This is an optimization exercise on Yosys and OpenROAD, whose aim is small area, not a production implementation. Only simulation tests tie the RTL to the original design; equivalence was not proved. Power is estimated from default activity; no workload was simulated.

==> job 510 <==
==> flow/design.v (excerpt) <==
module rgb2YCbCr #(
parameter pix_per_clock = 4,
parameter data_width    = 8
)
(
input wire clk_in,
input wire reset,
input wire [(data_width*pix_per_clock*3)-1:0] rdata,
input wire rlast,
output reg rready,
input wire ruser,
input wire rvalid,
output reg [(data_width*pix_per_clock*3)-1:0] tdata,
output reg tlast,
input wire tready,
output reg tuser,
output reg tvalid
);
==> flow/config.mk <==
export PLATFORM = sky130hd
export DESIGN_NAME = rgb2YCbCr
export DESIGN_NICKNAME = rgb2YCbCr
export VERILOG_FILES = /design/flow/design.v
export SDC_FILE = /design/flow/constraint.sdc
export NUM_CORES = 4
export LEC_CHECK = 0
export CAP_MARGIN = 20
export CORE_MARGIN = 2
export CORE_UTILIZATION = 40
export SLEW_MARGIN = 20
export SYNTH_HIERARCHICAL = 1
export SYNTH_MINIMUM_KEEP_SIZE = 0
==> flow/constraint.sdc <==
create_clock -name core_clock -period 5.0 [get_ports {clk_in}]
set_input_delay 1.0000 -clock core_clock [delete_from_list [all_inputs] [get_ports {clk_in}]]
set_output_delay 1.0000 -clock core_clock [all_outputs]
set_load 0.01 [all_outputs]
standard.sh (not shown) runs the stock make flow with config.mk's settings and CLKGATE_MAP_FILE= SYNTH_SCRIPT=/design/flow/synth_recipe.tcl, a recipe that flattens the netlist after the stock synthesis.
==> flow/flow/run.sh <==
#!/bin/bash
# Standard layout (the standard.sh, unchanged synthesis and floorplan) with two
# knobs passed through the environment:
#  - ports are buffered with the smallest buffer (buf_1) instead of the default choice;
#  - clock tree synthesis clusters more sinks per buffer and adds no dummy loads.
set -euo pipefail
cd "$(dirname "$0")/.."
export BUFFER_PORTS_ARGS="-buffer_cell sky130_fd_sc_hd__buf_1"
export GPL_KEEP_OVERFLOW=0
export CTS_ARGS="-sink_clustering_enable -repair_clock_nets -dont_use_dummy_load -sink_clustering_size 20 -sink_clustering_max_diameter 60 -buf_list sky130_fd_sc_hd__clkbuf_8"
bash standard.sh > standard.log 2>&1
==> job 4405: changes against job 510 <==
==> flow/flow/run.sh (replaced) <==
#!/bin/bash
# Standard layout (the standard.sh, unchanged synthesis and floorplan) with two
# knobs passed through the environment:
#  - ports are buffered with the smallest buffer (buf_1) instead of the default choice;
#  - clock tree synthesis uses clkbuf_8 on clusters of up to 20 sinks and adds no dummy loads.
set -euo pipefail
cd "$(dirname "$0")/.."
export BUFFER_PORTS_ARGS="-buffer_cell sky130_fd_sc_hd__buf_1"
export CTS_ARGS="-sink_clustering_enable -repair_clock_nets -dont_use_dummy_load -sink_clustering_size 10 -sink_clustering_max_diameter 40 -buf_list sky130_fd_sc_hd__clkbuf_4"
bash standard.sh > standard.log 2>&1
- CORE_UTILIZATION: 40 -> 75
==> job 1923: changes against job 510 <==
==> flow/flow/run.sh (replaced) <==
#!/bin/bash
# Standard layout (the standard.sh, unchanged synthesis and floorplan) with two
# knobs passed through the environment:
#  - ports are buffered with the smallest buffer (buf_1) instead of the default choice;
#  - clock tree synthesis uses clkbuf_8 on clusters of up to 20 sinks and adds no dummy loads.
set -euo pipefail
cd "$(dirname "$0")/.."
export BUFFER_PORTS_ARGS="-buffer_cell sky130_fd_sc_hd__buf_1"
export CTS_ARGS="-sink_clustering_enable -repair_clock_nets -dont_use_dummy_load -sink_clustering_size 20 -sink_clustering_max_diameter 60 -buf_list sky130_fd_sc_hd__clkbuf_8"
bash standard.sh > standard.log 2>&1
- CORE_UTILIZATION: 40 -> 60
- GPL_TIMING_DRIVEN: default -> 0
==> job 2950: changes against job 510 <==
--- a/flow/flow/run.sh
+++ b/flow/flow/run.sh
@@ -6,6 +6,5 @@
 set -euo pipefail
 cd "$(dirname "$0")/.."
 export BUFFER_PORTS_ARGS="-buffer_cell sky130_fd_sc_hd__buf_1"
-export GPL_KEEP_OVERFLOW=0
 export CTS_ARGS="-sink_clustering_enable -repair_clock_nets -dont_use_dummy_load -sink_clustering_size 20 -sink_clustering_max_diameter 60 -buf_list sky130_fd_sc_hd__clkbuf_8"
 bash standard.sh > standard.log 2>&1
==> qor summary <==
Result of the run: job 4405 finished clean; job 510 finished clean; job 1923 finished clean; job 2950 finished clean
Average via count per standard cell: job 4405 5.02; job 510 4.23; job 1923 4.60; job 2950 4.25
Slowest cell delay on critical path: job 4405 0.56 ns; job 510 0.44 ns; job 1923 0.38 ns; job 2950 0.51 ns
Total area of multi-input combinational cells: job 4405 0.00976 sq mm; job 510 0.00975 sq mm; job 1923 0.00978 sq mm; job 2950 0.00975 sq mm
Buffers excl. clock: job 4405 246; job 510 266; job 1923 372; job 2950 253
Switching Share: job 4405 38.2%; job 510 37.8%; job 1923 33.1%; job 2950 38.0%
Sequential fraction of total cell area: job 4405 40.0%; job 510 39.2%; job 1923 38.2%; job 2950 39.2%
Number of vias after detailed routing: job 4405 9,024; job 510 8,785; job 1923 9,055; job 2950 8,774
Growth of design area from synthesis to finish: job 4405 6.26%; job 510 9.91%; job 1923 12.7%; job 2950 8.53%
Top routing layer in use: job 4405 met4; job 510 met4; job 1923 met5; job 2950 met4
Most common library cell in the layout ignoring fill and taps: job 4405 dfxtp_1; job 510 fa_1; job 1923 fa_1; job 2950 dfxtp_1
Library cell used as clock root buffer: job 4405 clkbuf_4; job 510 clkbuf_8; job 1923 clkbuf_8; job 2950 clkbuf_8
Number of fillers in the final layout: job 4405 1,456; job 510 4,434; job 1923 2,311; job 2950 4,400
Reg-to-reg startpoint: job 4405 g_d3[0][5]; job 510 u_d3[2][4]; job 1923 u_d3[1][2]; job 2950 g_d3[1][3]
Internal power consumption: job 4405 7.94 mW; job 510 8.07 mW; job 1923 10.9 mW; job 2950 8.00 mW
Horizontal die dimension: job 4405 164 um; job 510 223 um; job 1923 182 um; job 2950 223 um
Via count of the first global-routing pass: job 4405 10,639; job 510 10,136; job 1923 10,077; job 2950 10,278
Finished Core Util: job 4405 80.9%; job 510 44.3%; job 1923 68.4%; job 2950 43.7%
Post-CTS Setup Bufs: job 4405 0; job 510 11; job 1923 30; job 2950 0
Met2 routed wirelength: job 4405 17,600 um; job 510 16,000 um; job 1923 16,000 um; job 2950 16,100 um
Count of routing violations after the opening detailed-route iteration: job 4405 303; job 510 210; job 1923 210; job 2950 190
Setup Slack @ Placement: job 4405 -0.0241 ns; job 510 -0.294 ns; job 1923 -0.381 ns; job 2950 0.0695 ns
Tmin final: job 4405 4.88 ns; job 510 4.87 ns; job 1923 4.86 ns; job 2950 4.85 ns
Cell repeated most along the worst path: job 4405 fa_1; job 510 fa_1; job 1923 maj3_2; job 2950 fa_1
Row count: job 4405 58; job 510 80; job 1923 65; job 2950 80
Destination of the worst hold path: job 4405 pix_d2[68]; job 510 pix_d2[67]; job 1923 pix_d2[79]; job 2950 pix_d2[94]

==> afterwards: timing with drivers on the ports <==
The flow's constraints put no driver on any port. The routed layouts listed below were extracted and timed again, unchanged, in two steps.
Step 1 sets driving cells, clkbuf_16 on the clock port and buf_2 on the other inputs (assumed; they add their load-dependent delay and slew).
Step 2 adds t to the input delays and takes it off the output delays; t is the mean of the earliest and latest rising clock arrival at the registers after step 1. Input paths then give back, and output paths get back, about the clock's delay inside the block.
a / b / c = ideal / step 1 / step 2; a / b = the first two.
run	shift t [ns]	slack for setup (ns)	worst setup path after step 2	latest minus earliest clock arrival (ns)
job 510	0.662	0.134 / 0.134 / 0.134	register to register	0.065 / 0.066
job 4405	0.681	0.120 / 0.120 / 0.120	register to register	0.064 / 0.065
job 1923	0.624	0.145 / 0.145 / 0.145	register to register	0.062 / 0.062
job 2950	0.665	0.155 / 0.155 / 0.155	register to register	0.075 / 0.076
After both steps every run listed still meets setup and hold.
